This is an optimization exercise on Yosys and OpenROAD, whose aim is small area, a short achievable clock period and few clock cycles per item, not a production implementation. At most, simulation tests tie the RTL to the original design; equivalence was not proved. Power and IR drop assume default switching activity.

==> module time_based_processor, before the edit <==
module time_based_processor(
    input           clk,             
    input           rst_n,           
    input  [7:0]    data_in,         
    input  [2:0]    opcode,          
    input           data_valid,      
    output [15:0]   data_out,        
    output          data_ready,      
    output [3:0]    status_flags     
);
    localparam OP_NOP     = 3'b000;
    localparam OP_ADD     = 3'b001;
    localparam OP_SUB     = 3'b010;
    localparam OP_MUL     = 3'b011;
    localparam OP_SHIFT   = 3'b100;
    localparam OP_FILTER  = 3'b101;
    localparam OP_INVERT  = 3'b110;
    localparam OP_COMPARE = 3'b111;
    reg        wait_b;        
    reg        busy;          
    reg        ready;         
    reg [7:0]  x;             
    reg [2:0]  op;            
    reg [15:0] result;
    reg        flag_ovf;
    reg        flag_zero;
    wire idle = ~(wait_b | busy | ready);
    wire [7:0] b = data_in;
    function [10:0] padd;
        input [9:0] a, b;
        input       ci;
        reg   [9:0] g, p, gg, pp;
        integer i, l;
        begin
            p = a ^ b;
            g = (a & b) | {9'd0, p[0] & ci};
            gg = g;
            pp = p;
            for (l = 0; l < 4; l = l + 1)
                for (i = 9; i >= 0; i = i - 1)
                    if ((i >> l) & 1) begin
                        gg[i] = gg[i] | (pp[i] & gg[((i >> l) << l) - 1]);
                        pp[i] = pp[i] & pp[((i >> l) << l) - 1];
                    end
            padd = {gg[9], p ^ {gg[8:0], ci}};
        end
    endfunction
    wire [9:0]  t0     = {2'b00, result[15:8]};
    wire [9:0]  t1     = {2'b00, x & {8{result[0]}}};
    wire [9:0]  t2     = {1'b0, x & {8{result[1]}}, 1'b0};
    wire [9:0]  cs_s   = t0 ^ t1 ^ t2;
    wire [9:0]  cs_c   = (t0 & t1) | (t0 & t2) | (t1 & t2);
    wire [10:0] msum   = padd(cs_s, {cs_c[8:0], 1'b0}, 1'b0);
    wire [15:0] mstep  = {msum[9:0], result[7:2]};
    wire       sub = (op == OP_SUB) || (op == OP_COMPARE);
    wire [7:0] y   = b ^ {8{sub}};
    wire [10:0] sums = padd({2'b00, x}, {2'b00, y}, sub);
    wire       c   = sums[8];              
    wire       eq  = &(x ^ ~b);
    wire [2:0] s   = b[2:0];
    wire [2:0] rl  = b[3] ? -s : s;        
    wire [7:0] r1  = rl[0] ? {x[6:0], x[7]} : x;
    wire [7:0] r2  = rl[1] ? {r1[5:0], r1[7:6]} : r1;
    wire [7:0] r3  = rl[2] ? {r2[3:0], r2[7:4]} : r2;
    wire [7:0] keep_l = 8'hFF << s;
    wire [7:0] keep_r = 8'hFF >> s;
    wire [7:0] shifted = r3 & (b[3] ? keep_r : keep_l);
    reg [15:0] alu;
    reg        alu_ovf, alu_zero;
    always @(*) begin
        alu = 16'h0000; alu_ovf = 1'b0; alu_zero = 1'b0;
        case (op)
            OP_ADD:     begin alu[7:0] = sums[7:0]; alu_ovf = c;  alu_zero = ~|(x | b); end
            OP_SUB:     begin alu[7:0] = sums[7:0]; alu_ovf = ~c; alu_zero = eq; end
            OP_MUL:     begin alu[7:0] = b; alu_zero = ~|x | ~|b; end
            OP_SHIFT:   alu[7:0] = shifted;
            OP_FILTER:  alu[7:0] = x & b;
            OP_COMPARE: begin alu[1:0] = {~c, c & ~eq}; alu_zero = eq; end
            default:    alu = 16'h0000;
        endcase
    end
    always @(posedge clk or negedge rst_n) begin
        if (!rst_n) begin
            wait_b <= 1'b0;
            busy   <= 1'b0;
            ready  <= 1'b0;
        end else begin
            if (idle && data_valid) begin
                if (opcode == OP_NOP || opcode == OP_INVERT) ready <= 1'b1;
                else wait_b <= 1'b1;
            end
            if (wait_b && data_valid) begin
                wait_b <= 1'b0;
                if (op == OP_MUL) busy <= 1'b1;
                else ready <= 1'b1;
            end
            if (busy && op[1:0] == 2'b00) begin
                busy  <= 1'b0;
                ready <= 1'b1;
            end
            if (ready && data_valid) ready <= 1'b0;
        end
    end
    always @(posedge clk) begin
        if (idle) begin
            x         <= data_in;
            op        <= opcode;
            result    <= {8'h00, data_in ^ {8{opcode == OP_INVERT}}};
            flag_ovf  <= 1'b0;
            flag_zero <= 1'b0;
        end
        if (wait_b) begin
            flag_ovf  <= alu_ovf;
            flag_zero <= alu_zero;
            result    <= alu;
        end
        if (busy) begin
            op     <= op - 3'd1;
            result <= mstep;
        end
    end
    assign data_out     = result;
    assign data_ready   = ready;
    assign status_flags = {flag_ovf, flag_zero, 1'b0, ready};
endmodule
clock: 5.5 ns
lec_check: 0
abc_area: 1
cap_margin: 20
core_margin: 2
core_utilization: 40
setup_slack_margin: 3
slew_margin: 20
standard.sh (not shown) runs the stock make flow with config.mk's settings and CLKGATE_MAP_FILE= SYNTH_SCRIPT=/design/flow/synth_recipe.tcl, a recipe that flattens the netlist after the stock synthesis.
==> flow/flow/run.sh <==
#!/bin/bash
# Standard layout with two changes: plain buf_1 cells as the port buffers,
# and half adders left to abc as plain gates (flow/noha.mk).
bash standard.sh "DESIGN_CONFIG=$PWD/flow/noha.mk" "BUFFER_PORTS_ARGS=-buffer_cell sky130_fd_sc_hd__buf_1" finish > standard.log 2>&1
==> flow/flow/noha.mk <==
# The standard flow's settings, plus the half adders cells marked don't-use so that
# synthesis leaves half adders to abc as plain gates.
include $(FLOW_CONFIG)
export DONT_USE_CELLS += sky130_fd_sc_hd__ha_1 sky130_fd_sc_hd__ha_2 sky130_fd_sc_hd__ha_4
Rerun with:
--- a/flow/design.v
+++ b/flow/design.v
@@ -52,13 +52,11 @@
     wire [9:0]  cs_s   = t0 ^ t1 ^ t2;
     wire [9:0]  cs_c   = (t0 & t1) | (t0 & t2) | (t1 & t2);
     wire [10:0] msum   = padd(cs_s, {cs_c[8:0], 1'b0}, 1'b0);
     wire [15:0] mstep  = {msum[9:0], result[7:2]};
-    wire       sub = (op == OP_SUB) || (op == OP_COMPARE);
-    wire [7:0] y   = b ^ {8{sub}};
-    wire [10:0] sums = padd({2'b00, x}, {2'b00, y}, sub);
-    wire       c   = sums[8];              
-    wire       eq  = &(x ^ ~b);
+    wire [10:0] sums = padd({2'b00, x}, {2'b00, b}, 1'b0);
+    wire       c   = sums[8];
+    wire       eq  = &(x ^ b);             
     wire [2:0] s   = b[2:0];
     wire [2:0] rl  = b[3] ? -s : s;        
     wire [7:0] r1  = rl[0] ? {x[6:0], x[7]} : x;
     wire [7:0] r2  = rl[1] ? {r1[5:0], r1[7:6]} : r1;
@@ -71,13 +69,13 @@
     always @(*) begin
         alu = 16'h0000; alu_ovf = 1'b0; alu_zero = 1'b0;
         case (op)
             OP_ADD:     begin alu[7:0] = sums[7:0]; alu_ovf = c;  alu_zero = ~|(x | b); end
-            OP_SUB:     begin alu[7:0] = sums[7:0]; alu_ovf = ~c; alu_zero = eq; end
+            OP_SUB:     begin alu[7:0] = sums[7:0]; alu_ovf = c;  alu_zero = eq; end
             OP_MUL:     begin alu[7:0] = b; alu_zero = ~|x | ~|b; end
             OP_SHIFT:   alu[7:0] = shifted;
             OP_FILTER:  alu[7:0] = x & b;
-            OP_COMPARE: begin alu[1:0] = {~c, c & ~eq}; alu_zero = eq; end
+            OP_COMPARE: begin alu[1:0] = {c, ~c & ~eq}; alu_zero = eq; end
             default:    alu = 16'h0000;
         endcase
     end
     always @(posedge clk or negedge rst_n) begin
@@ -103,11 +101,11 @@
         end
     end
     always @(posedge clk) begin
         if (idle) begin
-            x         <= data_in;
+            x         <= data_in ^ {8{opcode == OP_SUB || opcode == OP_COMPARE}};
             op        <= opcode;
-            result    <= {8'h00, data_in ^ {8{opcode == OP_INVERT}}};
+            result    <= {8'h00, data_in};
             flag_ovf  <= 1'b0;
             flag_zero <= 1'b0;
         end
         if (wait_b) begin
@@ -119,8 +117,9 @@
             op     <= op - 3'd1;
             result <= mstep;
         end
     end
-    assign data_out     = result;
+    wire   out_inv      = (op == OP_SUB) || (op == OP_INVERT);
+    assign data_out     = {result[15:8], result[7:0] ^ {8{out_inv}}};
     assign data_ready   = ready;
     assign status_flags = {flag_ovf, flag_zero, 1'b0, ready};
 endmodule
What happened: The new run finished with timing, DRC and antenna clean. Non-clock buffer count grows by 9. Setup slack improves by 410 ps. Cell count shrinks by 1.3%. Global-route usage is about the same. Synthesized area grows by 1.2%. Wire length shrinks by about 3%. Power shrinks by 4.9%. Clock skew is about the same. Critical path depth shrinks by 2. First-iteration DRC count shrinks by 20%. Final area grows by about 1.2%.
Testbench counts after the change, summed over its fixed seeds: cycles 15,476, ops 4,800.
For the first run of this note, only the layout was checked, not whether the RTL still works.

afterwards: timing with drivers on the ports:
In the flow no input, the clock included, has a driving cell. The finished layouts below were timed again as built, in two steps.
Step 1: set_driving_cell puts a clkbuf_16 on clk and a buf_2 on each other input, an assumption about the parent block.
Step 2, shift: input delay + t, output delay - t, t = (earliest + latest rising clock arrival at the registers) / 2. This alone moves slack from input paths to output paths.
Slacks: ideal ports / drivers / drivers and shift; pairs: ideal ports / drivers.
| run | shift t [ns] | slack for setup (ns) | hold WS [ns] |
|---|---|---|---|
| the first run | 0.322 | 2.445 / 2.445 / 2.123 | 0.573 / 0.573 / 0.573 |
| the second run | 0.322 | 2.853 / 2.853 / 2.592 | 0.585 / 0.585 / 0.585 |
After both steps every run listed still meets setup and hold. The setup slack of the first run, which loses most, moves by 0.000 ns with the drivers and by -0.322 ns with both steps.
